What follows belongs to an exercise in optimizing a design on an open flow for small area and a short achievable clock period; a production flow would make more cautious choices.
Function was checked by simulation only, so behaviour that the tests miss may differ from the original.
Power is estimated from default activity; no workload was simulated.

==> flow/design.v (excerpt) <==
module queue(clk,rst,datain,rw,dataout,full,empty);
  input clk,rst,rw;
  input [7:0] datain;
  output reg full, empty;
  output reg [7:0] dataout;
  reg wb;                    
  reg [15:0] nwcol;          
  reg [7:0] nwrow;           
  reg [15:0] nwce, nwco;     
  reg rb;
  reg [15:0] rcol;           
  reg [7:0] rrow;            
  reg [15:0] ecol;           
  reg [7:0] erow;            
  reg nfull, nempty;         
  reg [7:0] ndout;           
  wire push = rw & nfull;
  wire pop  = ~rw & nempty;
  wire [15:0] wcol = ~nwcol;
  wire [7:0] wrow = ~nwrow;
  wire [15:0] wcol_n = {wcol[14:0], wcol[15]};
  wire [7:0] wrow_n = wcol[15] ? {wrow[6:0], wrow[7]} : wrow;
  wire [15:0] rcol_n = {rcol[14:0], rcol[15]};
  wire [7:0] rrow_n = rcol[15] ? {rrow[6:0], rrow[7]} : rrow;
  wire same_cr    = (|(rcol & wcol)) & (|(rrow & wrow));
  wire r_next_cr  = (|(rcol_n & wcol)) & (|(rrow_n & wrow));   
  wire w_next_cr  = (|(wcol_n & rcol)) & (|(wrow_n & rrow));   
  wire last_out = rb ? (~wb & r_next_cr) : (wb & same_cr);
  wire last_in  = wb ? (~rb & w_next_cr) : (rb & same_cr);
  wire wb_nx = push ? ~wb : wb;
  ...
Size in the first run: roughly 4500 cells after synthesis, roughly 2200 flip-flops, ~21 I/O pins.
export LEC_CHECK = 0
export CAP_MARGIN = 20
export CORE_MARGIN = 2
export CORE_UTILIZATION = 66
export CTS_CLUSTER_DIAMETER = 100
export CTS_CLUSTER_SIZE = 24
export SETUP_SLACK_MARGIN = 3.7
export SLEW_MARGIN = 20
create_clock -name core_clock -period 6.0 [get_ports {clk}]
run.sh (not shown) runs the stock make flow with config.mk's settings and CLKGATE_MAP_FILE= SYNTH_SCRIPT=/design/flow/synth_recipe.tcl, a recipe that flattens the netlist after the stock synthesis.
The baseline finished with timing, DRC and antenna clean.
Change:
CORE_UTILIZATION = 60   (was 66)
SETUP_SLACK_MARGIN = 3.6   (was 3.7)
Design area goes down by 1.2%. Register-to-register slack loses 50 ps. Worst setup slack improves by 10 ps. Die area came out higher by 9.9%. Non-clock buffer count decreases by 34. Count of clock-buffer cells in the layout goes down by 35. Wire length went down by about 1.5%. Power came out lower by about 0.43%. Utilization shrinks by 7.2 points.


queue again, from the RTL that the note above started with.
## queue
module queue(clk,rst,datain,rw,dataout,full,empty);
  input clk,rst,rw;
  input [7:0] datain;
  output reg full, empty;
  output reg [7:0] dataout;
  reg wb;                    
  reg [15:0] nwcol;          
  reg [7:0] nwrow;           
  reg [15:0] nwce, nwco;     
  reg rb;
  reg [15:0] rcol;           
  reg [7:0] rrow;            
  reg [15:0] ecol;           
  reg [7:0] erow;            
  reg nfull, nempty;         
  reg [7:0] ndout;           
  wire push = rw & nfull;
  wire pop  = ~rw & nempty;
  wire [15:0] wcol = ~nwcol;
  wire [7:0] wrow = ~nwrow;
  wire [15:0] wcol_n = {wcol[14:0], wcol[15]};
  wire [7:0] wrow_n = wcol[15] ? {wrow[6:0], wrow[7]} : wrow;
  wire [15:0] rcol_n = {rcol[14:0], rcol[15]};
  wire [7:0] rrow_n = rcol[15] ? {rrow[6:0], rrow[7]} : rrow;
  wire same_cr    = (|(rcol & wcol)) & (|(rrow & wrow));
  wire r_next_cr  = (|(rcol_n & wcol)) & (|(rrow_n & wrow));   
  wire w_next_cr  = (|(wcol_n & rcol)) & (|(wrow_n & rrow));   
  wire last_out = rb ? (~wb & r_next_cr) : (wb & same_cr);
  wire last_in  = wb ? (~rb & w_next_cr) : (rb & same_cr);
  wire wb_nx = push ? ~wb : wb;
  wire [15:0] wcol_nx = (push & wb) ? wcol_n : wcol;
  wire full_nx = push ? last_in : (pop ? 1'b0 : ~nfull);
  wire [15:0] nwcol_e = nwce;
  wire [15:0] nwcol_o = nwco;
  reg [7:0] mem_e [0:127];
  reg [7:0] mem_o [0:127];
  genvar i, r;
  generate
    for (i = 0; i < 128; i = i + 1) begin : g_mem
      always @(posedge clk) begin
        if (~(nwrow[i/16] | nwcol_e[i%16]))
          mem_e[i] <= datain;
        if (~(nwrow[i/16] | nwcol_o[i%16]))
          mem_o[i] <= datain;
      end
    end
  endgenerate
  wire [15:0] ecol_n = {ecol[14:0], ecol[15]};
  wire [7:0] erow_n = ecol[15] ? {erow[6:0], erow[7]} : erow;
  wire [7:0] rowdata_e [0:7];
  wire [7:0] rowdata_o [0:7];
  generate
    for (r = 0; r < 8; r = r + 1) begin : g_row
      integer c;
      reg [7:0] acc_e, acc_o;
      always @* begin
        acc_e = 8'd0;
        acc_o = 8'd0;
        for (c = 0; c < 16; c = c + 1) begin
          acc_e = acc_e | (mem_e[r*16+c] & {8{ecol[c]}});
  ...
make LEC_CHECK=0 CAP_MARGIN=20 CORE_MARGIN=2 CORE_UTILIZATION=60 CTS_CLUSTER_DIAMETER=100 CTS_CLUSTER_SIZE=24 SETUP_SLACK_MARGIN=3.85 SLEW_MARGIN=20 finish   # period 6.0 ns
Next try:
- CORE_UTILIZATION: 60 -> 55
- SETUP_SLACK_MARGIN: 3.85 -> 3.7
Outcome: Design area fell by 3.3%; clock-buffer cell count fell by 21; flip-flop and latch count is unchanged; routed wire length fell by 5.7%; sequential power stays flat; clock skew rose by 4.6 ps; power fell by 0.79%; synthesized area stays the same.
Next try:
- CORE_UTILIZATION: 55 -> 57
- SETUP_SLACK_MARGIN: 3.7 -> 3.75
Effect: Die area drops by 3.5%. Hold slack got worse by 42 ps. Routed wire length stays flat. Cell count drops by 0.45%. Power climbs by 0.34%. Non-clock buffer count drops by 6. Setup slack improved by 35 ps. Cell area is about the same. Count of clock-buffer cells in the layout stays the same. Combinational power climbs by about 1%. Global-route usage climbs by 1.7 points.

## static timing again, ports no longer ideal
The results above use ideal ports. As a check the final layouts listed here were re-extracted and re-timed, cells and wires unchanged.
Step 1 (the two cells are an assumption about what drives the block):
set clk [get_ports {clk}]
set_driving_cell -lib_cell sky130_fd_sc_hd__clkbuf_16 $clk
set_driving_cell -lib_cell sky130_fd_sc_hd__buf_2 [delete_from_list [all_inputs] $clk]
Step 2 times the ports against the registers' clock, not the clock port: input delays grow and output delays shrink by t, the midpoint of the rising clock arrivals with the driver on.
Slacks: no drivers / after step 1 / after step 2; pairs: no drivers / after step 1.
run	t, ns	slack for setup (ns)	worst hold slack (ns)	latest minus earliest clock arrival (ns)	worst data-port slew with drivers (ns)
the first run of note 1	0.804	3.500 / 3.426 / 2.890	0.494 / 0.494 / 0.494	0.031 / 0.031	0.13
the second run of note 1	0.831	3.511 / 3.427 / 3.013	0.540 / 0.540 / 0.540	0.030 / 0.031	0.15
the first run of note 2	0.832	3.474 / 3.391 / 3.089	0.466 / 0.466 / 0.466	0.025 / 0.026	0.19
the second run of note 2	0.835	3.472 / 3.387 / 2.938	0.523 / 0.523 / 0.523	0.031 / 0.031	0.13
the third run of note 2	0.833	3.508 / 3.418 / 2.975	0.481 / 0.481 / 0.481	0.033 / 0.033	0.17
After both steps setup and hold are still met in every run listed. For the first run of note 1, which loses most, drivers alone change the setup slack by -0.074 ns; drivers and shift together by -0.610 ns.
